What follows belongs to an exercise in optimizing a design on an open flow for small area, a short achievable clock period and few clock cycles; a production flow would make more cautious choices.
Only simulation tests tie the RTL to the original design; equivalence was not proved.
Power and IR drop assume default switching activity.

==> flow/design.v <==
module cube_solver (
    input  wire        clk,
    input  wire        rst,
    input  wire        run,
    input  wire [11:0] lo,
    input  wire [11:0] hi,
    output wire [11:0] total_found,
    output reg         solver_done
);
    function automatic gt12(input [11:0] a, input [11:0] b);
        reg [15:0] g, l;
        integer k, w;
        begin
            g = 16'd0;
            l = 16'd0;
            for (k = 0; k < 12; k = k + 1) begin
                g[k] = a[k] & ~b[k];
                l[k] = ~a[k] & b[k];
            end
            for (w = 1; w < 16; w = w * 2)
                for (k = 0; k + w < 16; k = k + 2 * w) begin
                    g[k] = g[k + w] | (~l[k + w] & g[k]);
                    l[k] = l[k + w] | (~g[k + w] & l[k]);
                end
            gt12 = g[0];
        end
    endfunction
    wire [6:0] q_w, s_w;
    wire       pred_w;
    cube_qtab u_qtab (
        .x00(hi[11]), .x01(hi[10]), .x02(hi[9]), .x03(hi[8]), .x04(hi[7]), .x05(hi[6]),
        .x06(hi[5]),  .x07(hi[4]),  .x08(hi[3]), .x09(hi[2]), .x10(hi[1]), .x11(hi[0]),
        .z0(q_w[6]), .z1(q_w[5]), .z2(q_w[4]), .z3(q_w[3]), .z4(q_w[2]), .z5(q_w[1]), .z6(q_w[0])
    );
    cube_pred u_pred (
        .x00(hi[11]), .x01(hi[10]), .x02(hi[9]), .x03(hi[8]), .x04(hi[7]), .x05(hi[6]),
        .x06(hi[5]),  .x07(hi[4]),  .x08(hi[3]), .x09(hi[2]), .x10(hi[1]), .x11(hi[0]),
        .z0(pred_w)
    );
    cube_stab u_stab (
        .x00(lo[11]), .x01(lo[10]), .x02(lo[9]), .x03(lo[8]), .x04(lo[7]), .x05(lo[6]),
        .x06(lo[5]),  .x07(lo[4]),  .x08(lo[3]), .x09(lo[2]), .x10(lo[1]), .x11(lo[0]),
        .z0(s_w[6]), .z1(s_w[5]), .z2(s_w[4]), .z3(s_w[3]), .z4(s_w[2]), .z5(s_w[1]), .z6(s_w[0])
    );
    reg [6:0] q_hi;      
    reg [6:0] s_lo;      
    reg       hi_hit;    
    reg       in_order;  
    always @(posedge clk) begin
        if (rst)
            solver_done <= 1'b0;
        else if (run)
            solver_done <= 1'b1;
        if (run) begin
            q_hi     <= q_w;
            s_lo     <= s_w;
            hi_hit   <= pred_w;
            in_order <= !gt12(lo, hi);
        end
    end
    wire [2:0] extra = {in_order, in_order & hi_hit, in_order ^ hi_hit};
    wire [6:0] count = q_hi + s_lo + {4'd0, extra};
    assign total_found = {5'd0, count};
endmodule
module cube_qtab ( 
    x00, x01, x02, x03, x04, x05, x06, x07, x08, x09, x10, x11,
    z0, z1, z2, z3, z4, z5, z6  );
  input  x00, x01, x02, x03, x04, x05, x06, x07, x08, x09, x10, x11;
  output z0, z1, z2, z3, z4, z5, z6;
  wire new_n20, new_n21, new_n22, new_n23, new_n24, new_n25, new_n26,
    new_n27, new_n28, new_n29, new_n30, new_n31, new_n32, new_n33, new_n35,
    new_n36, new_n37, new_n38, new_n39, new_n40, new_n41, new_n42, new_n43,
    new_n44, new_n45, new_n46, new_n47, new_n48, new_n49, new_n50, new_n51,
    new_n52, new_n53, new_n54, new_n55, new_n56, new_n57, new_n58, new_n59,
    new_n60, new_n61, new_n62, new_n63, new_n64, new_n65, new_n66, new_n67,
    new_n68, new_n69, new_n70, new_n71, new_n72, new_n73, new_n74, new_n75,
    new_n76, new_n77, new_n78, new_n79, new_n80, new_n81, new_n82, new_n83,
    new_n84, new_n85, new_n86, new_n87, new_n88, new_n89, new_n90, new_n91,
    new_n92, new_n93, new_n94, new_n95, new_n96, new_n97, new_n98, new_n99,
    new_n100, new_n101, new_n102, new_n103, new_n104, new_n105, new_n106,
    new_n107, new_n108, new_n109, new_n110, new_n111, new_n112, new_n114,
    new_n115, new_n116, new_n117, new_n118, new_n119, new_n120, new_n121,
    new_n123, new_n124, new_n125, new_n126, new_n127, new_n128, new_n129,
    new_n130, new_n131, new_n132, new_n133, new_n134, new_n135, new_n136,
    new_n137, new_n138, new_n139, new_n140, new_n141, new_n142, new_n143,
    new_n144, new_n145, new_n146, new_n147, new_n148, new_n149, new_n150,
    new_n151, new_n152, new_n153, new_n154, new_n155, new_n156, new_n157,
    new_n158, new_n159, new_n160, new_n161, new_n163, new_n164, new_n166,
    new_n167, new_n168, new_n169, new_n170, new_n171, new_n172, new_n173,
    new_n174, new_n175, new_n176, new_n177, new_n178, new_n179, new_n180,
    new_n181, new_n182, new_n183, new_n184, new_n185, new_n186, new_n187,
    new_n188, new_n189, new_n190, new_n191, new_n192, new_n193, new_n194,
    new_n195, new_n196, new_n197, new_n198, new_n199, new_n200, new_n201,
    new_n202, new_n203, new_n204, new_n205, new_n206, new_n207, new_n208,
    new_n209, new_n210, new_n211, new_n212, new_n213, new_n214, new_n215,
    new_n216, new_n217, new_n218, new_n219, new_n220, new_n221, new_n222,
    new_n223, new_n224, new_n225, new_n226, new_n227, new_n228, new_n229,
    new_n230, new_n231, new_n232, new_n233, new_n234, new_n235, new_n236,
    new_n238, new_n239, new_n240, new_n241, new_n242, new_n243, new_n244,
    new_n245, new_n246, new_n247, new_n248, new_n249, new_n250, new_n251,
    new_n252, new_n253, new_n254, new_n255, new_n256, new_n257, new_n258,
    new_n259, new_n260, new_n261, new_n262, new_n263, new_n264, new_n265,
    new_n266, new_n267, new_n268, new_n269, new_n270, new_n271, new_n272,
    new_n273, new_n274, new_n275, new_n276, new_n277, new_n278, new_n279,
    new_n280, new_n281, new_n282, new_n283, new_n284, new_n285, new_n286,
    new_n287, new_n288, new_n289, new_n290;
  assign new_n20 = x04 & x05;
  assign new_n21 = x03 & new_n20;
  assign new_n22 = ~x06 & new_n21;
  assign new_n23 = x07 & x08;
  assign new_n24 = x10 & x11;
  assign new_n25 = ~x02 & ~new_n24;
  assign new_n26 = x02 & new_n24;
  assign new_n27 = ~x09 & ~new_n26;
  assign new_n28 = ~new_n25 & ~new_n27;
  assign new_n29 = new_n23 & new_n28;
  assign new_n30 = new_n22 & ~new_n29;
  assign new_n31 = new_n21 & ~new_n30;
  assign new_n32 = ~x00 & ~x01;
  assign new_n33 = ~x02 & new_n32;
  assign z0 = new_n31 | ~new_n33;
  assign new_n35 = ~x02 & x03;
  assign new_n36 = ~x04 & ~x05;
  assign new_n37 = x08 & new_n28;
  assign new_n38 = x04 & ~x06;
  assign new_n39 = ~new_n36 & ~new_n38;
  assign new_n40 = ~x05 & ~x06;
  assign new_n41 = ~new_n39 & ~new_n40;
  assign new_n42 = ~new_n37 & new_n41;
  assign new_n43 = ~x02 & x05;
  assign new_n44 = ~x06 & ~x11;
  assign new_n45 = ~x04 & ~new_n44;
  assign new_n46 = x09 & x10;
  assign new_n47 = ~new_n38 & new_n46;
  assign new_n48 = ~new_n45 & ~new_n47;
  assign new_n49 = new_n43 & ~new_n48;
  assign new_n50 = ~x06 & ~x09;
  assign new_n51 = x08 & ~new_n50;
  assign new_n52 = new_n49 & new_n51;
  assign new_n53 = x03 & ~new_n52;
  assign new_n54 = ~new_n42 & new_n53;
  assign new_n55 = x08 & x09;
  assign new_n56 = ~x04 & x06;
  assign new_n57 = ~new_n55 & new_n56;
  assign new_n58 = ~x04 & ~x06;
  assign new_n59 = ~new_n55 & new_n58;
  assign new_n60 = ~new_n36 & ~new_n59;
  assign new_n61 = x08 & new_n58;
  assign new_n62 = new_n60 & new_n61;
  assign new_n63 = ~new_n57 & ~new_n62;
  assign new_n64 = x06 & new_n20;
  assign new_n65 = x06 & ~new_n24;
  assign new_n66 = new_n55 & ~new_n65;
  assign new_n67 = new_n36 & ~new_n66;
  assign new_n68 = ~new_n64 & ~new_n67;
  assign new_n69 = new_n63 & new_n68;
  assign new_n70 = ~x03 & ~new_n69;
  assign new_n71 = x07 & ~new_n70;
  assign new_n72 = ~new_n54 & new_n71;
  assign new_n73 = x02 & ~x06;
  assign new_n74 = x08 & new_n46;
  assign new_n75 = new_n73 & ~new_n74;
  assign new_n76 = x02 & ~new_n23;
  assign new_n77 = ~new_n75 & ~new_n76;
  assign new_n78 = new_n58 & ~new_n77;
  assign new_n79 = ~x02 & ~x06;
  assign new_n80 = new_n20 & new_n79;
  assign new_n81 = x03 & ~x05;
  assign new_n82 = x06 & new_n81;
  assign new_n83 = x02 & x06;
  assign new_n84 = x04 & new_n83;
  assign new_n85 = ~new_n82 & ~new_n84;
  assign new_n86 = ~new_n80 & new_n85;
  assign new_n87 = new_n35 & new_n57;
  assign new_n88 = ~x03 & ~new_n36;
  assign new_n89 = ~new_n56 & new_n88;
  assign new_n90 = ~new_n87 & ~new_n89;
  assign new_n91 = new_n86 & new_n90;
  assign new_n92 = ~x07 & ~new_n91;
  assign new_n93 = ~new_n78 & ~new_n92;
  assign new_n94 = x02 & ~x05;
  assign new_n95 = ~x04 & new_n94;
  assign new_n96 = new_n93 & ~new_n95;
  assign new_n97 = ~x08 & x09;
  assign new_n98 = new_n26 & new_n97;
  assign new_n99 = new_n20 & ~new_n98;
  assign new_n100 = ~x07 & ~new_n74;
  assign new_n101 = ~new_n23 & ~new_n100;
  assign new_n102 = x09 & new_n83;
  assign new_n103 = ~new_n101 & ~new_n102;
  assign new_n104 = new_n99 & ~new_n103;
  assign new_n105 = new_n96 & ~new_n104;
  assign new_n106 = ~new_n72 & new_n105;
  assign new_n107 = x06 & new_n106;
  assign new_n108 = new_n36 & ~new_n107;
  assign new_n109 = new_n35 & ~new_n108;
  assign new_n110 = ~new_n31 & new_n109;
  assign new_n111 = new_n31 & ~new_n109;
  assign new_n112 = new_n32 & ~new_n111;
  assign z1 = new_n110 | ~new_n112;
  assign new_n114 = ~x04 & new_n109;
  assign new_n115 = ~x04 & ~new_n93;
  assign new_n116 = new_n60 & ~new_n115;
  assign new_n117 = ~new_n35 & ~new_n116;
  assign new_n118 = x02 & ~x03;
  assign new_n119 = ~new_n31 & ~new_n118;
  assign new_n120 = ~new_n117 & new_n119;
  assign new_n121 = ~new_n114 & new_n120;
  assign z2 = ~new_n32 | new_n121;
  assign new_n123 = x09 & x11;
  assign new_n124 = ~new_n97 & ~new_n123;
  assign new_n125 = x07 & new_n40;
  assign new_n126 = ~new_n124 & new_n125;
  assign new_n127 = new_n74 & new_n126;
  assign new_n128 = x03 & ~new_n127;
  assign new_n129 = x01 & ~new_n64;
  assign new_n130 = x02 & ~new_n129;
  assign new_n131 = new_n128 & new_n130;
  assign new_n132 = ~x00 & ~new_n131;
  assign new_n133 = x01 & new_n132;
  assign new_n134 = ~new_n108 & new_n117;
  assign new_n135 = ~x03 & ~x06;
  assign new_n136 = new_n108 & ~new_n135;
  assign new_n137 = ~x02 & x06;
  assign new_n138 = ~new_n36 & new_n137;
  assign new_n139 = ~new_n84 & ~new_n138;
  assign new_n140 = x11 & ~new_n139;
  assign new_n141 = x02 & new_n20;
  assign new_n142 = ~new_n140 & ~new_n141;
  assign new_n143 = x06 & ~x10;
  assign new_n144 = x09 & ~new_n143;
  assign new_n145 = ~new_n76 & new_n144;
  assign new_n146 = ~new_n142 & new_n145;
  assign new_n147 = ~new_n25 & ~new_n146;
  assign new_n148 = new_n23 & new_n64;
  assign new_n149 = ~x02 & ~new_n148;
  assign new_n150 = ~x00 & ~new_n149;
  assign new_n151 = ~new_n147 & new_n150;
  assign new_n152 = ~new_n32 & ~new_n151;
  assign new_n153 = x03 & ~new_n139;
  assign new_n154 = ~new_n99 & new_n153;
  assign new_n155 = ~new_n92 & new_n154;
  assign new_n156 = ~new_n118 & ~new_n148;
  assign new_n157 = ~new_n30 & new_n156;
  assign new_n158 = ~new_n155 & new_n157;
  assign new_n159 = ~new_n152 & new_n158;
  assign new_n160 = ~new_n136 & new_n159;
  assign new_n161 = ~new_n134 & new_n160;
  assign z3 = ~new_n133 & ~new_n161;
  assign new_n163 = new_n32 & ~new_n106;
  assign new_n164 = x02 & new_n132;
  assign z4 = new_n163 | new_n164;
  assign new_n166 = x06 & x10;
  assign new_n167 = x08 & ~new_n137;
  assign new_n168 = ~new_n166 & new_n167;
  assign new_n169 = new_n54 & ~new_n168;
  assign new_n170 = ~new_n54 & new_n168;
  assign new_n171 = ~new_n169 & ~new_n170;
  assign new_n172 = x08 & ~x09;
  assign new_n173 = ~x02 & new_n172;
  assign new_n174 = new_n99 & ~new_n173;
  assign new_n175 = ~new_n171 & new_n174;
  assign new_n176 = ~x02 & ~new_n51;
  assign new_n177 = ~new_n79 & new_n123;
  assign new_n178 = x10 & new_n177;
  assign new_n179 = ~new_n83 & ~new_n178;
  assign new_n180 = ~new_n176 & new_n179;
  assign new_n181 = ~x05 & new_n180;
  assign new_n182 = x08 & ~new_n20;
  assign new_n183 = new_n73 & ~new_n182;
  assign new_n184 = new_n138 & new_n182;
  assign new_n185 = ~new_n95 & ~new_n184;
  assign new_n186 = ~new_n183 & new_n185;
  assign new_n187 = new_n46 & ~new_n186;
  assign new_n188 = ~new_n181 & ~new_n187;
  assign new_n189 = x05 & new_n180;
  assign new_n190 = ~x06 & ~x10;
  assign new_n191 = x09 & ~new_n190;
  assign new_n192 = ~new_n189 & new_n191;
  assign new_n193 = ~x03 & ~new_n192;
  assign new_n194 = ~new_n188 & ~new_n193;
  assign new_n195 = ~new_n61 & ~new_n87;
  assign new_n196 = ~new_n51 & ~new_n195;
  assign new_n197 = ~new_n194 & ~new_n196;
  assign new_n198 = ~new_n175 & new_n197;
  assign new_n199 = x07 & ~new_n198;
  assign new_n200 = ~new_n97 & ~new_n172;
  assign new_n201 = x05 & x07;
  assign new_n202 = ~new_n200 & new_n201;
  assign new_n203 = ~x04 & ~new_n202;
  assign new_n204 = ~new_n148 & ~new_n203;
  assign new_n205 = ~x02 & ~new_n128;
  assign new_n206 = ~x04 & ~new_n23;
  assign new_n207 = new_n79 & new_n206;
  assign new_n208 = ~new_n205 & ~new_n207;
  assign new_n209 = ~new_n204 & ~new_n208;
  assign new_n210 = x08 & ~new_n49;
  assign new_n211 = new_n63 & ~new_n210;
  assign new_n212 = ~x07 & new_n137;
  assign new_n213 = ~new_n67 & new_n212;
  assign new_n214 = ~new_n211 & new_n213;
  assign new_n215 = new_n74 & new_n94;
  assign new_n216 = ~new_n61 & ~new_n95;
  assign new_n217 = ~new_n75 & new_n216;
  assign new_n218 = ~new_n215 & new_n217;
  assign new_n219 = ~x04 & ~new_n46;
  assign new_n220 = x07 & ~new_n219;
  assign new_n221 = ~x02 & x11;
  assign new_n222 = ~new_n220 & ~new_n221;
  assign new_n223 = new_n220 & new_n221;
  assign new_n224 = ~new_n222 & ~new_n223;
  assign new_n225 = ~new_n218 & ~new_n224;
  assign new_n226 = ~x01 & x03;
  assign new_n227 = ~new_n225 & new_n226;
  assign new_n228 = ~new_n214 & new_n227;
  assign new_n229 = ~new_n209 & ~new_n228;
  assign new_n230 = ~new_n199 & ~new_n229;
  assign new_n231 = x02 & ~new_n22;
  assign new_n232 = ~x09 & new_n25;
  assign new_n233 = ~new_n149 & ~new_n232;
  assign new_n234 = ~new_n231 & new_n233;
  assign new_n235 = x01 & ~new_n234;
  assign new_n236 = ~new_n230 & ~new_n235;
  assign z5 = x00 | new_n236;
  assign new_n238 = ~x11 & new_n74;
  assign new_n239 = ~new_n96 & ~new_n238;
  assign new_n240 = new_n198 & ~new_n239;
  assign new_n241 = ~new_n43 & ~new_n94;
  assign new_n242 = ~new_n84 & ~new_n212;
  assign new_n243 = ~new_n241 & ~new_n242;
  assign new_n244 = ~new_n240 & new_n243;
  assign new_n245 = new_n42 & ~new_n100;
  assign new_n246 = new_n46 & new_n99;
  assign new_n247 = new_n101 & new_n246;
  assign new_n248 = ~new_n245 & ~new_n247;
  assign new_n249 = ~new_n187 & new_n241;
  assign new_n250 = ~new_n248 & new_n249;
  assign new_n251 = ~x09 & new_n83;
  assign new_n252 = ~new_n177 & ~new_n251;
  assign new_n253 = ~x10 & ~new_n252;
  assign new_n254 = ~x04 & x09;
  assign new_n255 = x04 & x10;
  assign new_n256 = ~new_n254 & ~new_n255;
  assign new_n257 = ~x02 & new_n44;
  assign new_n258 = ~new_n256 & new_n257;
  assign new_n259 = ~new_n253 & ~new_n258;
  assign new_n260 = x05 & ~new_n259;
  assign new_n261 = x02 & ~new_n24;
  assign new_n262 = x09 & ~new_n261;
  assign new_n263 = x02 & x05;
  assign new_n264 = new_n38 & ~new_n263;
  assign new_n265 = ~new_n262 & new_n264;
  assign new_n266 = ~new_n260 & ~new_n265;
  assign new_n267 = new_n23 & ~new_n266;
  assign new_n268 = ~new_n146 & ~new_n148;
  assign new_n269 = new_n24 & ~new_n268;
  assign new_n270 = ~x10 & new_n55;
  assign new_n271 = new_n38 & new_n270;
  assign new_n272 = ~new_n56 & ~new_n271;
  assign new_n273 = new_n263 & ~new_n272;
  assign new_n274 = ~x01 & ~new_n273;
  assign new_n275 = new_n208 & new_n274;
  assign new_n276 = ~new_n269 & new_n275;
  assign new_n277 = ~new_n267 & new_n276;
  assign new_n278 = ~new_n250 & new_n277;
  assign new_n279 = ~new_n244 & new_n278;
  assign new_n280 = x09 & ~new_n166;
  assign new_n281 = new_n23 & ~new_n123;
  assign new_n282 = ~new_n190 & new_n281;
  assign new_n283 = ~new_n280 & new_n282;
  assign new_n284 = x07 & new_n254;
  assign new_n285 = ~new_n36 & ~new_n284;
  assign new_n286 = ~new_n126 & ~new_n285;
  assign new_n287 = ~new_n283 & new_n286;
  assign new_n288 = new_n149 & ~new_n287;
  assign new_n289 = ~x03 & ~new_n288;
  assign new_n290 = ~new_n152 & ~new_n289;
  assign z6 = ~new_n279 & new_n290;
endmodule
module cube_stab ( 
    x00, x01, x02, x03, x04, x05, x06, x07, x08, x09, x10, x11,
    z0, z1, z2, z3, z4, z5, z6  );
  input  x00, x01, x02, x03, x04, x05, x06, x07, x08, x09, x10, x11;
  output z0, z1, z2, z3, z4, z5, z6;
  wire new_n20, new_n21, new_n22, new_n23, new_n25, new_n26, new_n27,
    new_n28, new_n29, new_n30, new_n31, new_n32, new_n33, new_n34, new_n35,
    new_n36, new_n37, new_n38, new_n39, new_n40, new_n41, new_n42, new_n43,
    new_n45, new_n46, new_n47, new_n48, new_n49, new_n50, new_n51, new_n52,
    new_n53, new_n54, new_n55, new_n56, new_n57, new_n58, new_n59, new_n60,
    new_n61, new_n62, new_n63, new_n64, new_n65, new_n66, new_n67, new_n68,
    new_n69, new_n70, new_n71, new_n72, new_n73, new_n74, new_n75, new_n76,
    new_n77, new_n78, new_n79, new_n80, new_n81, new_n82, new_n83, new_n84,
    new_n85, new_n86, new_n87, new_n88, new_n89, new_n90, new_n91, new_n93,
    new_n94, new_n95, new_n96, new_n97, new_n98, new_n99, new_n100,
    new_n101, new_n102, new_n103, new_n104, new_n105, new_n106, new_n107,
    new_n108, new_n109, new_n110, new_n111, new_n112, new_n113, new_n114,
    new_n115, new_n116, new_n117, new_n118, new_n119, new_n120, new_n121,
    new_n122, new_n123, new_n124, new_n125, new_n126, new_n127, new_n128,
    new_n129, new_n130, new_n131, new_n132, new_n133, new_n134, new_n135,
    new_n136, new_n137, new_n138, new_n139, new_n140, new_n141, new_n142,
    new_n143, new_n144, new_n145, new_n146, new_n147, new_n148, new_n149,
    new_n150, new_n151, new_n152, new_n153, new_n155, new_n156, new_n157,
    new_n158, new_n159, new_n160, new_n161, new_n162, new_n163, new_n164,
    new_n165, new_n167, new_n168, new_n169, new_n170, new_n171, new_n172,
    new_n173, new_n174, new_n175, new_n176, new_n177, new_n178, new_n179,
    new_n180, new_n181, new_n182, new_n183, new_n184, new_n185, new_n186,
    new_n187, new_n188, new_n189, new_n190, new_n191, new_n192, new_n193,
    new_n194, new_n195, new_n196, new_n197, new_n198, new_n199, new_n200,
    new_n201, new_n202, new_n203, new_n204, new_n205, new_n206, new_n207,
    new_n208, new_n209, new_n210, new_n211, new_n212, new_n213, new_n214,
    new_n215, new_n216, new_n217, new_n218, new_n219, new_n220, new_n221,
    new_n222, new_n223, new_n224, new_n225, new_n226, new_n227, new_n228,
    new_n229, new_n230, new_n231, new_n232, new_n233, new_n234, new_n235,
    new_n236, new_n237, new_n239, new_n240, new_n241, new_n242, new_n243,
    new_n244, new_n245, new_n246, new_n247, new_n248, new_n249, new_n250,
    new_n251, new_n252, new_n253, new_n254, new_n255, new_n256, new_n257,
    new_n258, new_n259, new_n260, new_n261, new_n262, new_n263, new_n264,
    new_n265, new_n266, new_n267, new_n268, new_n269, new_n270, new_n271,
    new_n272, new_n273, new_n274, new_n275, new_n276, new_n277, new_n278,
    new_n279, new_n280, new_n281, new_n282, new_n283, new_n284, new_n285,
    new_n286, new_n287, new_n288, new_n289, new_n290, new_n291, new_n292,
    new_n293, new_n294, new_n295, new_n296;
  assign new_n20 = x03 & x05;
  assign new_n21 = x04 & new_n20;
  assign new_n22 = ~x00 & ~x01;
  assign new_n23 = ~x02 & new_n22;
  assign z0 = ~new_n21 & new_n23;
  assign new_n25 = x02 & ~x06;
  assign new_n26 = x09 & x10;
  assign new_n27 = x08 & new_n26;
  assign new_n28 = ~x07 & ~new_n27;
  assign new_n29 = new_n25 & new_n28;
  assign new_n30 = ~x04 & ~x05;
  assign new_n31 = x03 & ~x06;
  assign new_n32 = new_n30 & ~new_n31;
  assign new_n33 = ~new_n20 & ~new_n32;
  assign new_n34 = ~new_n29 & ~new_n33;
  assign new_n35 = x02 & ~x04;
  assign new_n36 = new_n34 & ~new_n35;
  assign new_n37 = x03 & ~x04;
  assign new_n38 = ~x02 & ~new_n37;
  assign new_n39 = new_n36 & ~new_n38;
  assign new_n40 = x03 & x04;
  assign new_n41 = ~x05 & new_n40;
  assign new_n42 = ~x02 & new_n41;
  assign new_n43 = new_n22 & ~new_n42;
  assign z1 = ~new_n39 & new_n43;
  assign new_n45 = x11 & new_n27;
  assign new_n46 = ~new_n28 & ~new_n45;
  assign new_n47 = new_n25 & ~new_n46;
  assign new_n48 = x07 & x09;
  assign new_n49 = x08 & new_n48;
  assign new_n50 = ~x02 & new_n49;
  assign new_n51 = ~x06 & ~new_n50;
  assign new_n52 = new_n46 & ~new_n51;
  assign new_n53 = ~x05 & ~new_n52;
  assign new_n54 = ~new_n47 & new_n53;
  assign new_n55 = x11 & new_n26;
  assign new_n56 = ~x05 & ~new_n55;
  assign new_n57 = ~x02 & ~x09;
  assign new_n58 = x05 & ~new_n57;
  assign new_n59 = ~new_n56 & ~new_n58;
  assign new_n60 = x04 & new_n59;
  assign new_n61 = ~x02 & x06;
  assign new_n62 = ~new_n60 & new_n61;
  assign new_n63 = new_n54 & new_n62;
  assign new_n64 = x07 & new_n63;
  assign new_n65 = ~x01 & ~x03;
  assign new_n66 = ~x02 & new_n65;
  assign new_n67 = ~new_n64 & new_n66;
  assign new_n68 = x07 & x08;
  assign new_n69 = ~x09 & new_n68;
  assign new_n70 = ~x04 & new_n69;
  assign new_n71 = ~new_n49 & ~new_n70;
  assign new_n72 = x04 & x05;
  assign new_n73 = ~x02 & x08;
  assign new_n74 = ~new_n26 & new_n73;
  assign new_n75 = new_n72 & ~new_n74;
  assign new_n76 = ~new_n71 & new_n75;
  assign new_n77 = ~x02 & new_n72;
  assign new_n78 = new_n28 & new_n77;
  assign new_n79 = ~x05 & x06;
  assign new_n80 = ~new_n72 & ~new_n79;
  assign new_n81 = x06 & new_n80;
  assign new_n82 = new_n68 & new_n81;
  assign new_n83 = ~x01 & ~new_n35;
  assign new_n84 = x03 & new_n83;
  assign new_n85 = ~new_n82 & new_n84;
  assign new_n86 = ~new_n78 & new_n85;
  assign new_n87 = ~new_n76 & new_n86;
  assign new_n88 = ~new_n67 & ~new_n87;
  assign new_n89 = x06 & new_n88;
  assign new_n90 = x07 & new_n89;
  assign new_n91 = new_n22 & new_n36;
  assign z2 = ~new_n90 & new_n91;
  assign new_n93 = new_n37 & new_n79;
  assign new_n94 = x05 & ~x06;
  assign new_n95 = ~x03 & ~x04;
  assign new_n96 = ~new_n28 & new_n40;
  assign new_n97 = ~new_n95 & ~new_n96;
  assign new_n98 = new_n94 & ~new_n97;
  assign new_n99 = ~new_n93 & ~new_n98;
  assign new_n100 = ~new_n88 & new_n99;
  assign new_n101 = ~new_n41 & ~new_n95;
  assign new_n102 = x08 & x09;
  assign new_n103 = ~new_n55 & ~new_n102;
  assign new_n104 = x02 & ~new_n103;
  assign new_n105 = x08 & x11;
  assign new_n106 = x10 & new_n105;
  assign new_n107 = ~new_n104 & ~new_n106;
  assign new_n108 = ~new_n57 & ~new_n107;
  assign new_n109 = x05 & x08;
  assign new_n110 = x06 & new_n109;
  assign new_n111 = ~x04 & ~new_n79;
  assign new_n112 = ~new_n110 & ~new_n111;
  assign new_n113 = ~new_n108 & new_n112;
  assign new_n114 = ~new_n94 & ~new_n102;
  assign new_n115 = new_n94 & new_n102;
  assign new_n116 = ~new_n114 & ~new_n115;
  assign new_n117 = ~new_n113 & new_n116;
  assign new_n118 = ~new_n101 & ~new_n117;
  assign new_n119 = ~x01 & x07;
  assign new_n120 = ~x01 & x06;
  assign new_n121 = ~x04 & ~new_n102;
  assign new_n122 = new_n120 & new_n121;
  assign new_n123 = ~new_n119 & ~new_n122;
  assign new_n124 = ~x02 & ~x04;
  assign new_n125 = ~x06 & ~new_n26;
  assign new_n126 = x08 & ~x11;
  assign new_n127 = new_n48 & ~new_n126;
  assign new_n128 = new_n125 & ~new_n127;
  assign new_n129 = new_n109 & ~new_n128;
  assign new_n130 = x07 & ~new_n129;
  assign new_n131 = new_n124 & ~new_n130;
  assign new_n132 = x04 & ~new_n55;
  assign new_n133 = new_n26 & new_n109;
  assign new_n134 = new_n25 & ~new_n133;
  assign new_n135 = ~new_n132 & new_n134;
  assign new_n136 = x03 & ~new_n135;
  assign new_n137 = ~new_n131 & new_n136;
  assign new_n138 = ~new_n113 & new_n137;
  assign new_n139 = ~new_n123 & ~new_n138;
  assign new_n140 = ~new_n118 & new_n139;
  assign new_n141 = x04 & ~new_n31;
  assign new_n142 = new_n100 & ~new_n141;
  assign new_n143 = x01 & ~x02;
  assign new_n144 = ~new_n119 & ~new_n143;
  assign new_n145 = ~new_n89 & new_n144;
  assign new_n146 = ~new_n142 & new_n145;
  assign new_n147 = ~new_n140 & ~new_n146;
  assign new_n148 = new_n37 & ~new_n94;
  assign new_n149 = new_n80 & ~new_n148;
  assign new_n150 = new_n147 & new_n149;
  assign new_n151 = new_n100 & ~new_n150;
  assign new_n152 = x01 & x02;
  assign new_n153 = ~x00 & ~new_n152;
  assign z3 = ~new_n151 & new_n153;
  assign new_n155 = new_n76 & new_n120;
  assign new_n156 = x01 & ~new_n72;
  assign new_n157 = x03 & ~new_n156;
  assign new_n158 = ~new_n30 & new_n157;
  assign new_n159 = x02 & ~new_n158;
  assign new_n160 = ~new_n155 & ~new_n159;
  assign new_n161 = new_n147 & new_n160;
  assign new_n162 = new_n61 & new_n68;
  assign new_n163 = new_n72 & new_n162;
  assign new_n164 = ~new_n147 & new_n163;
  assign new_n165 = ~x00 & ~new_n164;
  assign z4 = ~new_n161 & new_n165;
  assign new_n167 = x10 & x11;
  assign new_n168 = new_n61 & ~new_n167;
  assign new_n169 = x01 & ~new_n168;
  assign new_n170 = new_n69 & ~new_n169;
  assign new_n171 = ~x06 & ~x10;
  assign new_n172 = ~x01 & ~x11;
  assign new_n173 = ~new_n171 & new_n172;
  assign new_n174 = ~x02 & ~x06;
  assign new_n175 = new_n49 & ~new_n174;
  assign new_n176 = ~new_n173 & new_n175;
  assign new_n177 = ~new_n170 & ~new_n176;
  assign new_n178 = new_n59 & new_n177;
  assign new_n179 = ~x04 & new_n129;
  assign new_n180 = ~new_n60 & ~new_n179;
  assign new_n181 = ~new_n178 & ~new_n180;
  assign new_n182 = ~x07 & new_n124;
  assign new_n183 = x04 & ~new_n73;
  assign new_n184 = ~new_n182 & ~new_n183;
  assign new_n185 = new_n79 & ~new_n184;
  assign new_n186 = ~new_n181 & ~new_n185;
  assign new_n187 = ~x07 & ~x08;
  assign new_n188 = ~x08 & ~x11;
  assign new_n189 = x07 & ~new_n188;
  assign new_n190 = x06 & new_n26;
  assign new_n191 = ~new_n189 & new_n190;
  assign new_n192 = ~new_n125 & ~new_n191;
  assign new_n193 = ~new_n187 & ~new_n192;
  assign new_n194 = ~new_n181 & ~new_n193;
  assign new_n195 = x08 & ~x10;
  assign new_n196 = x07 & ~new_n73;
  assign new_n197 = ~new_n195 & new_n196;
  assign new_n198 = ~new_n125 & new_n197;
  assign new_n199 = ~new_n74 & ~new_n198;
  assign new_n200 = ~x06 & x08;
  assign new_n201 = new_n107 & new_n200;
  assign new_n202 = new_n199 & ~new_n201;
  assign new_n203 = ~new_n194 & new_n202;
  assign new_n204 = ~new_n186 & ~new_n203;
  assign new_n205 = x05 & x09;
  assign new_n206 = ~new_n107 & new_n205;
  assign new_n207 = new_n120 & ~new_n206;
  assign new_n208 = ~x01 & ~new_n71;
  assign new_n209 = ~new_n25 & ~new_n162;
  assign new_n210 = ~new_n208 & new_n209;
  assign new_n211 = ~new_n207 & new_n210;
  assign new_n212 = x02 & new_n81;
  assign new_n213 = new_n157 & ~new_n212;
  assign new_n214 = ~new_n211 & new_n213;
  assign new_n215 = ~new_n204 & new_n214;
  assign new_n216 = new_n65 & ~new_n182;
  assign new_n217 = ~new_n163 & new_n216;
  assign new_n218 = ~new_n215 & ~new_n217;
  assign new_n219 = ~x01 & x04;
  assign new_n220 = new_n34 & new_n219;
  assign new_n221 = new_n202 & new_n220;
  assign new_n222 = ~x05 & new_n102;
  assign new_n223 = ~new_n193 & new_n222;
  assign new_n224 = x06 & new_n45;
  assign new_n225 = ~x08 & new_n205;
  assign new_n226 = new_n124 & ~new_n225;
  assign new_n227 = x08 & ~x09;
  assign new_n228 = ~new_n79 & new_n227;
  assign new_n229 = ~x07 & x09;
  assign new_n230 = x03 & ~new_n229;
  assign new_n231 = ~new_n228 & ~new_n230;
  assign new_n232 = new_n226 & new_n231;
  assign new_n233 = ~new_n224 & new_n232;
  assign new_n234 = ~new_n223 & new_n233;
  assign new_n235 = ~new_n221 & ~new_n234;
  assign new_n236 = ~new_n64 & new_n235;
  assign new_n237 = ~new_n218 & new_n236;
  assign z5 = ~x00 & ~new_n237;
  assign new_n239 = new_n107 & new_n120;
  assign new_n240 = ~new_n199 & new_n239;
  assign new_n241 = ~new_n107 & ~new_n120;
  assign new_n242 = new_n199 & new_n241;
  assign new_n243 = ~new_n177 & ~new_n242;
  assign new_n244 = ~new_n240 & new_n243;
  assign new_n245 = ~x02 & new_n193;
  assign new_n246 = x02 & ~new_n193;
  assign new_n247 = ~new_n227 & ~new_n246;
  assign new_n248 = ~new_n245 & new_n247;
  assign new_n249 = x04 & ~new_n248;
  assign new_n250 = ~new_n244 & new_n249;
  assign new_n251 = x04 & ~new_n177;
  assign new_n252 = x02 & ~x11;
  assign new_n253 = ~x02 & x11;
  assign new_n254 = ~new_n252 & ~new_n253;
  assign new_n255 = ~new_n55 & new_n254;
  assign new_n256 = ~x06 & ~new_n255;
  assign new_n257 = ~new_n57 & ~new_n256;
  assign new_n258 = new_n68 & ~new_n257;
  assign new_n259 = ~x01 & ~new_n258;
  assign new_n260 = ~new_n251 & ~new_n259;
  assign new_n261 = x06 & ~x10;
  assign new_n262 = new_n102 & new_n261;
  assign new_n263 = new_n182 & new_n262;
  assign new_n264 = new_n61 & ~new_n105;
  assign new_n265 = new_n119 & new_n264;
  assign new_n266 = x05 & ~new_n265;
  assign new_n267 = ~new_n263 & new_n266;
  assign new_n268 = ~new_n260 & new_n267;
  assign new_n269 = ~new_n250 & new_n268;
  assign new_n270 = x02 & new_n181;
  assign new_n271 = ~new_n83 & ~new_n270;
  assign new_n272 = ~new_n30 & ~new_n55;
  assign new_n273 = new_n61 & ~new_n272;
  assign new_n274 = ~new_n54 & ~new_n273;
  assign new_n275 = ~new_n63 & ~new_n274;
  assign new_n276 = ~new_n271 & new_n275;
  assign new_n277 = ~new_n269 & ~new_n276;
  assign new_n278 = ~new_n68 & ~new_n124;
  assign new_n279 = ~new_n70 & ~new_n278;
  assign new_n280 = x02 & new_n72;
  assign new_n281 = ~x06 & ~new_n280;
  assign new_n282 = ~new_n279 & new_n281;
  assign new_n283 = x03 & ~new_n282;
  assign new_n284 = ~new_n277 & new_n283;
  assign new_n285 = new_n49 & ~new_n190;
  assign new_n286 = new_n68 & ~new_n171;
  assign new_n287 = ~x05 & ~new_n286;
  assign new_n288 = ~new_n127 & ~new_n287;
  assign new_n289 = ~new_n285 & new_n288;
  assign new_n290 = ~x05 & ~x06;
  assign new_n291 = new_n127 & new_n290;
  assign new_n292 = ~x04 & ~new_n291;
  assign new_n293 = ~new_n289 & new_n292;
  assign new_n294 = new_n66 & ~new_n163;
  assign new_n295 = ~new_n293 & new_n294;
  assign new_n296 = ~new_n284 & ~new_n295;
  assign z6 = x00 | new_n296;
endmodule
module cube_pred ( 
    x00, x01, x02, x03, x04, x05, x06, x07, x08, x09, x10, x11,
    z0  );
  input  x00, x01, x02, x03, x04, x05, x06, x07, x08, x09, x10, x11;
  output z0;
  wire new_n14, new_n15, new_n16, new_n17, new_n18, new_n19, new_n20,
    new_n21, new_n22, new_n23, new_n24, new_n25, new_n26, new_n27, new_n28,
    new_n29, new_n30, new_n31, new_n32, new_n33, new_n34, new_n35, new_n36,
    new_n37, new_n38, new_n39, new_n40, new_n41, new_n42, new_n43, new_n44,
    new_n45, new_n46, new_n47, new_n48, new_n49, new_n50, new_n51, new_n52,
    new_n53, new_n54, new_n55, new_n56, new_n57, new_n58, new_n59, new_n60,
    new_n61, new_n62, new_n63, new_n64, new_n65, new_n66, new_n67, new_n68,
    new_n69, new_n70, new_n71, new_n72, new_n73, new_n74, new_n75, new_n76,
    new_n77, new_n78, new_n79, new_n80, new_n81, new_n82, new_n83, new_n84,
    new_n85, new_n86, new_n87, new_n88, new_n89, new_n90, new_n91, new_n92,
    new_n93, new_n94, new_n95, new_n96, new_n97, new_n98;
  assign new_n14 = x10 & x11;
  assign new_n15 = ~x02 & x04;
  assign new_n16 = ~x02 & ~x07;
  assign new_n17 = x06 & ~new_n16;
  assign new_n18 = x02 & ~x04;
  assign new_n19 = x05 & x08;
  assign new_n20 = ~new_n18 & new_n19;
  assign new_n21 = ~new_n17 & new_n20;
  assign new_n22 = ~new_n15 & ~new_n21;
  assign new_n23 = new_n14 & ~new_n22;
  assign new_n24 = ~x11 & ~new_n15;
  assign new_n25 = x08 & ~new_n24;
  assign new_n26 = x05 & ~x07;
  assign new_n27 = ~new_n25 & new_n26;
  assign new_n28 = x09 & ~new_n27;
  assign new_n29 = ~new_n23 & ~new_n28;
  assign new_n30 = ~x07 & ~new_n15;
  assign new_n31 = ~new_n19 & ~new_n30;
  assign new_n32 = x04 & ~x06;
  assign new_n33 = x07 & ~new_n32;
  assign new_n34 = ~x11 & ~new_n33;
  assign new_n35 = ~new_n31 & ~new_n34;
  assign new_n36 = ~x10 & ~new_n35;
  assign new_n37 = x02 & x05;
  assign new_n38 = ~x06 & ~x07;
  assign new_n39 = ~new_n37 & new_n38;
  assign new_n40 = ~new_n18 & ~new_n39;
  assign new_n41 = ~new_n36 & new_n40;
  assign new_n42 = ~x06 & ~x10;
  assign new_n43 = ~new_n14 & ~new_n42;
  assign new_n44 = x07 & ~new_n43;
  assign new_n45 = new_n35 & new_n44;
  assign new_n46 = ~new_n41 & ~new_n45;
  assign new_n47 = ~new_n29 & ~new_n46;
  assign new_n48 = x06 & x10;
  assign new_n49 = ~new_n37 & ~new_n48;
  assign new_n50 = x04 & x07;
  assign new_n51 = ~new_n49 & new_n50;
  assign new_n52 = x11 & new_n22;
  assign new_n53 = ~x10 & ~new_n52;
  assign new_n54 = new_n51 & ~new_n53;
  assign new_n55 = ~new_n47 & ~new_n54;
  assign new_n56 = ~x05 & x06;
  assign new_n57 = ~new_n15 & new_n56;
  assign new_n58 = ~x06 & ~x11;
  assign new_n59 = x09 & ~new_n58;
  assign new_n60 = ~new_n57 & new_n59;
  assign new_n61 = ~x08 & ~new_n60;
  assign new_n62 = x06 & ~x09;
  assign new_n63 = ~x05 & new_n62;
  assign new_n64 = x03 & ~new_n63;
  assign new_n65 = ~new_n61 & new_n64;
  assign new_n66 = ~new_n55 & new_n65;
  assign new_n67 = ~x09 & ~x11;
  assign new_n68 = ~x04 & ~new_n67;
  assign new_n69 = x08 & ~new_n62;
  assign new_n70 = ~new_n42 & new_n69;
  assign new_n71 = x02 & ~new_n70;
  assign new_n72 = ~x02 & x09;
  assign new_n73 = ~new_n37 & ~new_n72;
  assign new_n74 = x05 & x11;
  assign new_n75 = ~new_n73 & ~new_n74;
  assign new_n76 = new_n51 & ~new_n75;
  assign new_n77 = ~new_n71 & new_n76;
  assign new_n78 = x09 & x11;
  assign new_n79 = new_n77 & new_n78;
  assign new_n80 = ~new_n68 & ~new_n79;
  assign new_n81 = new_n14 & ~new_n63;
  assign new_n82 = x06 & new_n78;
  assign new_n83 = ~x05 & ~x06;
  assign new_n84 = ~new_n48 & ~new_n83;
  assign new_n85 = ~new_n82 & new_n84;
  assign new_n86 = x08 & ~new_n85;
  assign new_n87 = ~new_n81 & ~new_n86;
  assign new_n88 = ~x01 & ~x02;
  assign new_n89 = ~x03 & x07;
  assign new_n90 = new_n88 & new_n89;
  assign new_n91 = ~new_n87 & new_n90;
  assign new_n92 = ~new_n80 & new_n91;
  assign new_n93 = ~new_n66 & ~new_n92;
  assign new_n94 = x01 & new_n37;
  assign new_n95 = new_n48 & new_n94;
  assign new_n96 = x00 & ~new_n95;
  assign new_n97 = x01 & ~new_n77;
  assign new_n98 = ~new_n96 & ~new_n97;
  assign z0 = ~new_n93 & new_n98;
endmodule
==> flow/flow/run.sh <==
#!/bin/bash
# The standard layout (standard.sh) with two changes:
#  - plain buf_1 cells as the port buffers instead of the buffer that
#    buffer_ports picks by default (timing repair still resizes the ones on
#    critical paths);
#  - no ADDER_MAP_FILE, so Yosys does not cut half/full adders out of the
#    logic before ABC maps it: ABC maps the adders with the rest.
# Output of make and every tool it runs goes to flow_make.log here; ORFS's
# per-step logs stay under orfs/logs.
set -euo pipefail
export BUFFER_PORTS_ARGS="-buffer_cell sky130_fd_sc_hd__buf_1"
export ADDER_MAP_FILE=
bash standard.sh > flow_make.log 2>&1
==> flow/standard.sh <==
#!/bin/bash
# synth_recipe.tcl (not shown) runs the flow's synth.tcl, then flattens the netlist and writes it again
# the make line also repeats each setting of config.mk as NAME=value (left out here)
make -C /OpenROAD-flow-scripts/flow DESIGN_CONFIG=/design/flow/config.mk WORK_HOME=/design/flow/orfs CLKGATE_MAP_FILE= SYNTH_SCRIPT=/design/flow/synth_recipe.tcl "${@:-finish}"
==> flow/config.mk <==
export PLATFORM = sky130hd
export DESIGN_NAME = cube_solver
export DESIGN_NICKNAME = cube_solver
export VERILOG_FILES = /design/flow/design.v
export SDC_FILE = /design/flow/constraint.sdc
export NUM_CORES = 4
export LEC_CHECK = 0
export ABC_AREA = 1
export CAP_MARGIN = 20
export CORE_MARGIN = 2
export CORE_UTILIZATION = 60
export PLACE_DENSITY = 0.8
export SETUP_SLACK_MARGIN = 1.7
export SLEW_MARGIN = 20
==> flow/constraint.sdc <==
create_clock -name core_clock -period 5.0 [get_ports {clk}]
set_input_delay 1.0000 -clock core_clock [delete_from_list [all_inputs] [get_ports {clk}]]
set_output_delay 1.0000 -clock core_clock [all_outputs]
set_load 0.01 [all_outputs]
==> reports/metrics.cfg, run 1 <==
[die]
core_mm2=0.005574
die_y_um=80.46
die_area_mm2=0.006473
pin_count=40
rows=27
start_util_pct=62.92
die_x_um=80.46

[power]
seq_power_share_pct=27.3
p_per_area_mw_per_mm2=181.8
p_leak_nw=1.697
power_mw=0.6536
p_comb_share_pct=57.7
pwr-share-clk_pct=14.9
sw_frac_of_total_pct=47.22
p_int_mw=0.3449
vdd_ir_drop_max_uv=150.3
switchingPower_mw=0.3086

[clock_tree]
insertion_delay_ns=0.25
clk_pin_slew_worst_paths_ns=0.06
cts_buffer_depth=2
cts_tree=yes
cts.sinks=17
clock-root-buffer=clkbuf_8
cts_buffers=3
htreeDepth=1

[critical_path]
crit_family=simple AND/OR/NAND/NOR gates
crit_path_top_delay_cell=buf_1
start_kind=input pin
critPathMaxStageDelay_ns=0.56
required_ns=4.97
worst-r2r-cell-count=2
timing_worst_setup_path_type=in2reg
r2r_end=solver_done
reg2reg_slack_ns=4.44
crit_path_frequent_cell=nand3_1
critPathMaxFanout=13
end_kind=register
cp.depth=10
crit_buf_inv=2
cp_data_arrival_time_ns=3.20
r2r_start=solver_done
path_cells=buf_1 -> inv_1 -> nor2_1 -> nand4_1 -> nand3_1 -> nand3_1 -> nand3_2 -> nand2_2 -> nand3_1 -> nand3_1

[placed_design]
dp.cells=714
hpwl_mm=9.213
port_buffers=34
gp_congestion=1.095
preCtsSetupSlack_ns=1.544

[yosys]
synth_edf_count=16
yosysSeqAreaShare_pct=14.27
avgSynthCellArea_um2=5.497
synth_area_mm2=0.003507
ys_ff_latch=17
ys_types=43
async_flop_share_pct=0
yosysWarnings=1
syn_inst=638
ys_dominant_reg_cell=edfxtp_1

[hold_path]
holdPathEnd=solver_done
hold_path_depth=2
min_from=solver_done
min-delay-path-class=reg2reg

[detailed_routing]
drc=0
wl_mm=12.21
ant_nets=0
viasPerCell=6.548
drt-wirelength-per-cell_um=16.98
vias=4708
drt_pass1_iterations=6
first_iter_violations=764

[global_route]
grt_max_degree=20
met1_usage_pct=51.48
global_route.usage.met3_pct=10.79
top_usage_layer=met2
grt_antenna_before_repair=0
grt_usage_pct=38.73
grt_first_pass_wirelength_mm=20.01
grt-ovfl-total=0
grt_pass1_vias=4314
use_met2_pct=59.75

[sta]
slew_headroom_pct=42.11
finalWorstSetupSlack_ns=1.772
finalMaxSlewViolations=0
layout_min_cycle_time_ns=3.228
rsz0062_at_grt=false
fin_worst_skew_ns=0
fmax_mhz=309.8
timing.final.crit_share_pct=64.56
worst_slew_pin_slew_ns=0.8683
hold_viol=0
setup_viol=0
fin_setup_tns_ns=0

[final_layout]
final.fill_count=529
layout.nets=675
layout.cells.non_filler=719
diodes=0
final_core_util_pct=64.49
synthToLayoutAreaGrowth_pct=2.497
drive_above_1_share_pct=7.419

[status]
status=no timing/DRC/antenna violations

[run]
drv_cap=0

[power groups by stage]
stage / clock, mW / combinational (mW) / sequential (mW)
floorplan: 0 / 0.275 / 0.179
global placement: 0 / 0.351 / 0.181
detailed placement: 0 / 0.359 / 0.182
CTS: 0.100 / 0.360 / 0.179
global route: 0.105 / 0.418 / 0.180
finish: 0.0977 / 0.377 / 0.179
[worst max-delay path by stage]
stage	slack, ns	start	end
floorplan	2.41	s_lo[1]	total_found[5]
global placement	1.57	hi[7]	q_hi[5]
detailed placement	1.54	hi[7]	q_hi[4]
CTS	1.79	in_order	total_found[5]
global route	1.71	hi[6]	q_hi[5]
finish	1.77	hi[6]	q_hi[5]
[layout by cell type (no fill, tap or decap), drive strengths merged]
master and instances:
a21boi 5, a21oi 27, a221oi 1, a22oi 2, a31oi 11, and3 1, buf 32, clkbuf 8
clkinv 2, conb 5, dfxtp 1, edfxtp 16, inv 81, nand2 171, nand3 61, nand3b 3
nand4 11, nor2 72, nor3 15, o2111ai 5, o211ai 9, o21ai 70, o21bai 2, o221ai 1
o22ai 8, o2bb2ai 1, o311ai 2, o31ai 5, or2 5, or3 1, xnor2 5, xor2 8
[Yosys cell counts (4+ instances only)]
master	instances	area [um2]
nand2_1	164	615.6
o211ai_1	9	67.56
inv_1	67	251.5
nand2_2	7	43.79
nor3_1	15	75.07
buf_4	16	120.1
inv_2	14	52.55
o2111ai_1	5	43.79
o22ai_1	8	50.05
nor2_1	66	247.7
o21ai_1	12	60.06
a21oi_1	27	135.1
a31oi_1	11	68.82
edfxtp_1	16	480.5
o31ai_1	5	37.54
nand4_1	11	68.82
nand3_1	58	290.3
xor2_1	8	70.07
buf_2	15	75.07
xnor2_1	5	43.79
o21ai_2	4	35.03
o21ai_0	54	270.3
nor2_2	5	31.28
[timing repair]
| action | CTS | global route |
|---|---|---|
| endpoints found under the setup margin | 0 | 7 |
| setup buffers | 0 | 1 |
| hold buffers | 0 | 0 |
| resized for setup | 0 | 10 |
[metrics by stage]
step | instance area [um2] | hold WS, ns
5_1_grt | 3595 | 0.4987
3_3_place_gp | 3530 | 0.4545
6_report | 3595 | 0.4814
2_1_floorplan | 3522 | 0.5028
3_5_place_dp | 3530 | 0.4673
4_1_cts | 3575 | 0.4814
[cell type report]
cell class | instances | area, um2 | share of cell area, %
multi-input combinational | 507 | 2497 | 69.47
sequential | 17 | 500.5 | 13.92
inverter | 83 | 314.1 | 8.737
timing repair buffer | 36 | 147.6 | 4.107
tap | 72 | 90.09 | 2.506
clock buffer | 4 | 45.04 | 1.253
[state kept, by name (all words and copies together) (netlist names)]
signal and flops:
solver_done 1, in_order 1, s_lo 7, q_hi 7, hi_hit 1
[routing by layer]
metal | part of all wire, % | vias to the layer above | wire length, um
met1 | 37 | 2032 | 4556
li1 | - | 2166 | -
met3 | 17 | 71 | 2063
met4 | 3.6 | 0 | 439
met5 | 0 | - | 0
met2 | 42 | 439 | 5149
[kinds of logic (layout without fill, tap and decap cells)]
group                  count (synthesis)  count (layout)  synth area share [%]
AO/OA/AOI/OAI                        149             149                 25.08
XOR/XNOR                              13              13                 3.247
buffers and inverters                118             123                 15.09
flip-flops                            17              17                 14.27
other                                  1               5                0.1069
AND/OR/NAND/NOR                      340             340                 42.21
[worst register-to-register path: cells and delay by family, from the launching register on]
family        cells  cell delay, ns
flops             1            0.31
simple gates      2            0.15
Testbench counts, summed over its fixed seeds: cycles 128.
==> run 2, diff against run 1 <==
--- a/flow/config.mk
+++ b/flow/config.mk
@@ -11,4 +11,7 @@
 export CORE_UTILIZATION = 60
+export CTS_BUF_LIST = sky130_fd_sc_hd__clkbuf_4
+export CTS_CLUSTER_DIAMETER = 100
+export CTS_CLUSTER_SIZE = 30
 export PLACE_DENSITY = 0.8
-export SETUP_SLACK_MARGIN = 1.7
+export SETUP_SLACK_MARGIN = 1.5
 export SLEW_MARGIN = 20
==> run 2 against run 1 <==
  * Count of clock-buffer cells in the layout is the same
  * Cell area shrank 0.97%
  * Still clean on timing, DRC and antenna
  * First-iteration DRC count grew 0.13%
  * Wire length grew 0.14%
  * Total power shrank 3.8%
  * Critical path depth grew 2
==> reports/metrics.cfg, run 2 <==
[status]
status=no timing/DRC/antenna violations

[clock_tree]
postCtsSetupBuffers=0
htreeDepth=1
insertion_delay_ns=0.29
cts_tree=yes
cts_resized=0
cts.sinks=17
cts_buffer_depth=2
cts_buffers=3
cts_hold_buf=0
clk_pin_slew_worst_paths_ns=0.09
clock-root-buffer=clkbuf_4

[yosys]
yosysTopAreaCell=nand2_1
synth_top_area_share_pct=17.55
synth_edf_count=16
avgSynthCellArea_um2=5.497
ys_ff_latch=17
synth_area_mm2=0.003507
ys_types=43
ys_dominant_reg_cell=edfxtp_1
yosysSeqAreaShare_pct=14.27
syn_inst=638
synth.most_common_cell=nand2_1
yosysWarnings=1
async_flop_share_pct=0
synth_commonest_cells=nand2_1 (164), inv_1 (67), nor2_1 (66)
synthTopCellsByArea=nand2_1 (18%), edfxtp_1 (14%), nand3_1 (8.3%), o21ai_0 (7.7%), inv_1 (7.2%)

[power]
p_comb_share_pct=59.5
p_per_area_mw_per_mm2=176.6
p_leak_nw=1.676
sw_frac_of_total_pct=48.68
seq_power_share_pct=28.4
vdd_ir_drop_max_uv=152.6
p_int_mw=0.3226
power_mw=0.6286
switchingPower_mw=0.3060
pwr-share-clk_pct=12.1

[placed_design]
hpwl_mm=9.213
gp_congestion=1.095
port_buffers=34

[die]
start_util_pct=62.92
die_x_um=80.46
die_y_um=80.46
die_area_mm2=0.006473
rows=27
pin_count=40
core_mm2=0.005574

[sta]
finalMaxSlewViolations=0
fin_worst_skew_ns=0
setup_viol=0
slew_headroom_pct=32.61
timing.final.crit_share_pct=65.74
worst_slew_pin_slew_ns=1.011
timing.hold.ws_ns=0.4886
layout_min_cycle_time_ns=3.287
fin_setup_tns_ns=0
fmax_mhz=304.2
rsz0062_at_grt=false
hold_viol=0

[critical_path]
end_kind=register
crit_path_top_delay_cell=buf_1
cp_data_arrival_time_ns=3.30
r2r_end=solver_done
worst-r2r-cell-count=2
reg2reg_slack_ns=4.44
path_cells=buf_1 -> inv_2 -> nor2_2 -> inv_1 -> a21oi_1 -> nand2_1 -> nand3_1 -> nand3_1 -> nand3_2 -> nand2_2 -> nand3_1 -> nand3_1
crit_path_frequent_cell=nand3_1
crit_start=hi[7]
critPathMaxStageDelay_ns=0.62
start_kind=input pin
required_ns=5.02
timing.critical_path.to=q_hi[5]
r2r_start=solver_done
critPathMaxFanout=12
timing_worst_setup_path_type=in2reg

[global_route]
grt-ovfl-total=0
grt_usage_pct=39.20
grt_pass1_vias=4297
grt_antenna_before_repair=0
grt_first_pass_wirelength_mm=20.10
grt_max_degree=20

[final_layout]
final.fill_count=535
final_core_util_pct=63.86
reg_top3=q_hi x7, s_lo x7
regArea_um2=500.5
diodes=0
layout.nets=674
synthToLayoutAreaGrowth_pct=1.498
layout_commonest_cell=nand2_1
drive_above_1_share_pct=6.502
multi_input_area_mm2=0.002492
final_cell_mix=nand2_1 (164), inv_1 (67), nor2_1 (66)

[detailed_routing]
wl_met1_mm=4.545
met2WireLength_mm=5.191
vias=4653
drt_pass1_iterations=7
first_iter_violations=765
highest_layer=met4
drc=0
wl_mm=12.23
ant_nets=0
route.met3.wl_mm=2.028
drt-wirelength-per-cell_um=17.03
viasPerCell=6.481

[hold_path]
min-delay-path-class=reg2reg

[run]
drv_cap=0

## run 2: changes by cell type in the layout (fill, tap and decap cells not counted), sizes merged
cell	change
clkbuf	-4
buf	+3
## run 2: worst min-delay path by stage
stage | endpoint | cells after the start | slack, ns | start
3_5_place_dp | solver_done | 2 | 0.47 | solver_done
6_report | solver_done | 2 | 0.49 | solver_done
5_1_grt | solver_done | 2 | 0.51 | solver_done
3_3_place_gp | solver_done | 2 | 0.45 | solver_done
4_1_cts | solver_done | 2 | 0.49 | solver_done
2_1_floorplan | solver_done | 2 | 0.50 | solver_done
## run 2: worst max-delay path: cells and delay by family
kind	cells	cell delay, ns
buf+inv	3	1.03
compound gates	1	0.27
simple gates	8	1.01
## run 2: cells by family (layout without fill, tap and decap cells)
group,after synthesis,count (layout),share of synthesized area [%]
AO/OA/AOI/OAI,149,149,25.08
XOR/XNOR,13,13,3.247
flip-flops,17,17,14.27
other,1,5,0.1069
buffers and inverters,118,122,15.09
AND/OR/NAND/NOR,340,340,42.21
## run 2: area by class of cell
type	instances	area share, %
clock buffer	4	0.8436
inverter	83	8.752
multi-input combinational	507	70.02
sequential	17	14.06
tap	72	2.531
timing repair buffer	35	3.796
## run 2: power by group through the flow
stage	clock, mW	sequential, mW	combinational (mW)
finish	0.0761	0.179	0.374
global route	0.0848	0.180	0.414
detailed placement	0	0.182	0.359
floorplan	0	0.179	0.275
CTS	0.0785	0.179	0.361
global placement	0	0.181	0.351
## run 2: layer usage
metal,vias up,GRT usage (%)
met5,-,0
met4,0,14.41
met3,73,10.45
met2,416,60.83
met1,2002,51.96
li1,2162,-
## run 2: metrics by stage
stage	instance area, um2	cells	worst slack, ns
finish	3560	718	1.713
global route	3560	718	1.532
CTS	3560	718	1.730
detailed placement	3530	714	1.544
global placement	3530	714	1.574
floorplan	3522	642	2.407
==> run 3, diff against run 2 <==
--- a/flow/design.v
+++ b/flow/design.v
@@ -61,3 +61,23 @@
     wire [2:0] extra = {in_order, in_order & hi_hit, in_order ^ hi_hit};
-    wire [6:0] count = q_hi + s_lo + {4'd0, extra};
+    wire [6:0] e3 = {4'd0, extra};
+    wire [6:0] xs = q_hi ^ s_lo ^ e3;
+    wire [6:0] ys = {(q_hi[5:0] & s_lo[5:0]) | (q_hi[5:0] & e3[5:0]) | (s_lo[5:0] & e3[5:0]), 1'b0};
+    wire [6:0] pg = xs ^ ys;     
+    wire [6:0] gg = xs & ys;     
+    function automatic [6:0] carries(input [6:0] g, input [6:0] p);
+        integer i, d;
+        reg [6:0] gk, pk;
+        begin
+            gk = g;
+            pk = p;
+            for (d = 1; d < 7; d = d * 2)
+                for (i = 6; i >= d; i = i - 1) begin
+                    gk[i] = gk[i] | (pk[i] & gk[i - d]);
+                    pk[i] = pk[i] & pk[i - d];
+                end
+            carries = gk;
+        end
+    endfunction
+    wire [6:0] gk = carries(gg, pg);
+    wire [6:0] count = pg ^ {gk[5:0], 1'b0};
     assign total_found = {5'd0, count};
--- a/flow/flow/run.sh
+++ b/flow/flow/run.sh
@@ -2,3 +2,3 @@
 # The standard layout (standard.sh) with two changes:
-#  - plain buf_1 cells as the port buffers instead of the buffer that
+#  - plain buf_2 cells as the port buffers instead of the buffer that
 #    buffer_ports picks by default (timing repair still resizes the ones on
@@ -10,3 +10,3 @@
 set -euo pipefail
-export BUFFER_PORTS_ARGS="-buffer_cell sky130_fd_sc_hd__buf_1"
+export BUFFER_PORTS_ARGS="-buffer_cell sky130_fd_sc_hd__buf_2"
 export ADDER_MAP_FILE=
--- a/flow/config.mk
+++ b/flow/config.mk
@@ -15,3 +15,3 @@
 export PLACE_DENSITY = 0.8
-export SETUP_SLACK_MARGIN = 1.5
+export SETUP_SLACK_MARGIN = 1.7
 export SLEW_MARGIN = 20
==> run 3 against run 2 <==
  * Worst hold slack worse by 0.0021 ns
  * Combinational power up 5%
  * Count of clock-buffer cells in the layout unchanged
  * Global-route usage down 3.2 points
  * Sequential share of layout area down 0.48 points
  * Synthesized area up 2.3%
  * Core utilization down 0.86 points
  * Total power up 2.4%
  * Register-to-register slack about the same
  * Sequential cell count unchanged
  * Critical endpoint is now total_found[5]
  * Largest cell class unchanged
  * Largest power group unchanged
==> reports/metrics.cfg, run 3 <==
[status]
status=no timing/DRC/antenna violations

[placed_design]
gp_congestion=1.083
port_buffers=34
post_dp_cell_area_mm2=0.003643
hpwl_mm=9.026
dp.cells=717
preCtsSetupSlack_ns=2.055

[clock_tree]
cts_tree=yes
cts_buffer_depth=2
clk_pin_slew_worst_paths_ns=0.09
insertion_delay_ns=0.27
cts.sinks=17
cts_buffers=3
htreeDepth=1
clock-root-buffer=clkbuf_4
cts_hold_buf=0

[global_route]
grt-ovfl-total=0
grt_first_pass_wirelength_mm=18.84
grt_max_degree=20
grt_pass1_vias=4001
grt_usage_pct=35.96
grt_antenna_before_repair=0

[power]
power_mw=0.6440
p_leak_nw=1.790
vdd_ir_drop_max_uv=133.5
p_per_area_mw_per_mm2=174.7

[final_layout]
diodes=0
layout_commonest_cell=nand2_1
final.fill_count=608
drive_above_1_share_pct=15.30
final_area_mm2=0.003686
layout.nets=675
layout.cells.non_filler=722
final_core_util_pct=63.00
final_cell_mix=nand2_1 (165), nor2_1 (63), nand3_1 (59)
synthToLayoutAreaGrowth_pct=2.756
reg_top3=q_hi x7, s_lo x7

[die]
rows=28
die_area_mm2=0.006613
die_y_um=81.32
core_mm2=0.005851
pin_count=40
die_x_um=81.32
start_util_pct=61.31

[detailed_routing]
drc=0
drt_pass1_iterations=7
wl_mm=11.87
viasPerCell=6.280
first_iter_violations=693
drt-wirelength-per-cell_um=16.44
ant_nets=0
vias=4534

[critical_path]
timing_worst_setup_path_type=reg2out
crit_path_frequent_cell=nand2_1
critPathMaxStageDelay_ns=0.42
required_ns=4.00
crit_buf_inv=1
crit_path_top_delay_cell=edfxtp_1
crit_family=simple AND/OR/NAND/NOR gates
cp_data_arrival_time_ns=2.02
path_cells=or2_1 -> nand2_1 -> xor2_1 -> nor2_2 -> nand3_1 -> nand2_1 -> nand2_1 -> nand2_1 -> nand2_1 -> nand2_1 -> xnor2_1 -> buf_2
critPathMaxFanout=3
start_kind=register
end_kind=output pin

[sta]
fin_setup_tns_ns=0
setup_viol=0
timing.final.crit_share_pct=60.48
finalWorstSetupSlack_ns=1.976
fmax_mhz=330.7
hold_viol=0
finalMaxSlewViolations=0
rsz0062_at_grt=false
timing.hold.ws_ns=0.4865
layout_min_cycle_time_ns=3.024
fin_worst_skew_ns=0

[yosys]
synth_top_area_share_pct=17.27
ys_ff_latch=17
syn_inst=638
ys_types=48
synth_area_mm2=0.003587
synth.most_common_cell=nand2_1
synth_edf_count=16
async_flop_share_pct=0
yosysSeqAreaShare_pct=13.95
yosysTopAreaCell=nand2_1
synthTopCellsByArea=nand2_1 (17%), edfxtp_1 (13%), nand3_1 (8.2%), o21ai_0 (6.8%), nor2_1 (6.8%)
yosysWarnings=1
ys_dominant_reg_cell=edfxtp_1
synth_commonest_cells=nand2_1 (165), nor2_1 (65), nand3_1 (59)
avgSynthCellArea_um2=5.623

[run]
drv_cap=0

[hold_path]
min-delay-path-class=reg2reg

## run 3: changes by cell type after synthesis, moves of 4 or more
cell | previous run | this run
o21ai_0 | 54 | 49
inv_1 | 67 | 55
nand4_1 | 11 | 7
buf_6 | 1 | 5
inv_2 | 14 | 24
buf_4 | 16 | 11
## run 3: power by group
part           internal (mW)  leakage [nW]  switching [mW]
clock network         0.0363        0.0184          0.0373
logic                  0.130          1.61           0.262
registers              0.171         0.164         0.00767
## run 3: path summary, 6_finish.rpt
| kind | slack, ns | cells after the start | endpoint | from |
|---|---|---|---|---|
| max | 1.98 | 12 | total_found[5] | q_hi[1] |
| min | 0.49 | 2 | solver_done | solver_done |
| max reg2reg | 4.44 | 2 | solver_done | solver_done |
| min reg2reg | 0.49 | 2 | solver_done | solver_done |
## run 3: what timing repair did
action | CTS | global route
setup buffers | 0 | 1
endpoints found under the setup margin | 0 | 2
gates resized for setup | 0 | 2
## run 3: final cells by class
cell class	count	area [um2]	area share [%]
Inverter	81	306.5	8.316
Sequential cell	17	500.5	13.58
Tap cell	75	93.84	2.546
Multi-Input combinational cell	510	2577	69.93
Clock buffer	4	30.03	0.8147
Timing Repair Buffer	35	177.7	4.820
## run 3: worst register-to-register path, stage by stage, from the launching register on
cell and delay [ns]:
dfxtp_1 0.32, nor2_1 0.10, nor2_1 0.05
## run 3: cell families after synthesis
family                    count (synthesis)  share of synthesized area [%]
other                                     1                         0.1045
buffers and inverters                   115                          14.75
AOI/OAI and AO/OA                       149                          25.11
DFF                                      17                          13.95
and+or+nand+nor                         342                          42.66
xor gates and xnor gates                 14                          3.418
## run 3: metal layers
layer | share of wire (%) | global-route usage, %
met5 | 0 | 0
met4 | 2.5 | 11.53
met3 | 14 | 6.444
met2 | 44 | 55.82
met1 | 40 | 50.24
Testbench counts of run 3, summed over its fixed seeds: cycles 128.

re-timing with driven ports:
In the flow no input, the clock included, has a driving cell. The finished layouts below were timed again as built, in two steps. Step 1, drivers: a clkbuf_16 drives clk and a buf_2 each remaining input, both assumed. Step 2 adds t to the input delays and takes it off the output delays; t is the mean of the earliest and latest rising clock arrival at the registers after step 1. Input paths then give back, and output paths get back, about the clock's delay inside the block. a / b / c = ideal ports / drivers / drivers and shift; a / b = the first two.
run | t, ns | setup WS [ns] | slew at the worst register clock pin (ns) | worst data-port slew with drivers (ns)
run 1 | 0.271 | 1.772 / 1.773 / 1.502 | 0.06 / 0.06 | 0.04
run 2 | 0.310 | 1.713 / 1.711 / 1.401 | 0.09 / 0.09 | 0.04
run 3 | 0.293 | 1.976 / 1.954 / 1.944 | 0.09 / 0.09 | 0.03
After both steps setup and hold are still met in every run listed. The setup slack of run 2, which loses most, moves by -0.002 ns with the drivers and by -0.312 ns with both steps.
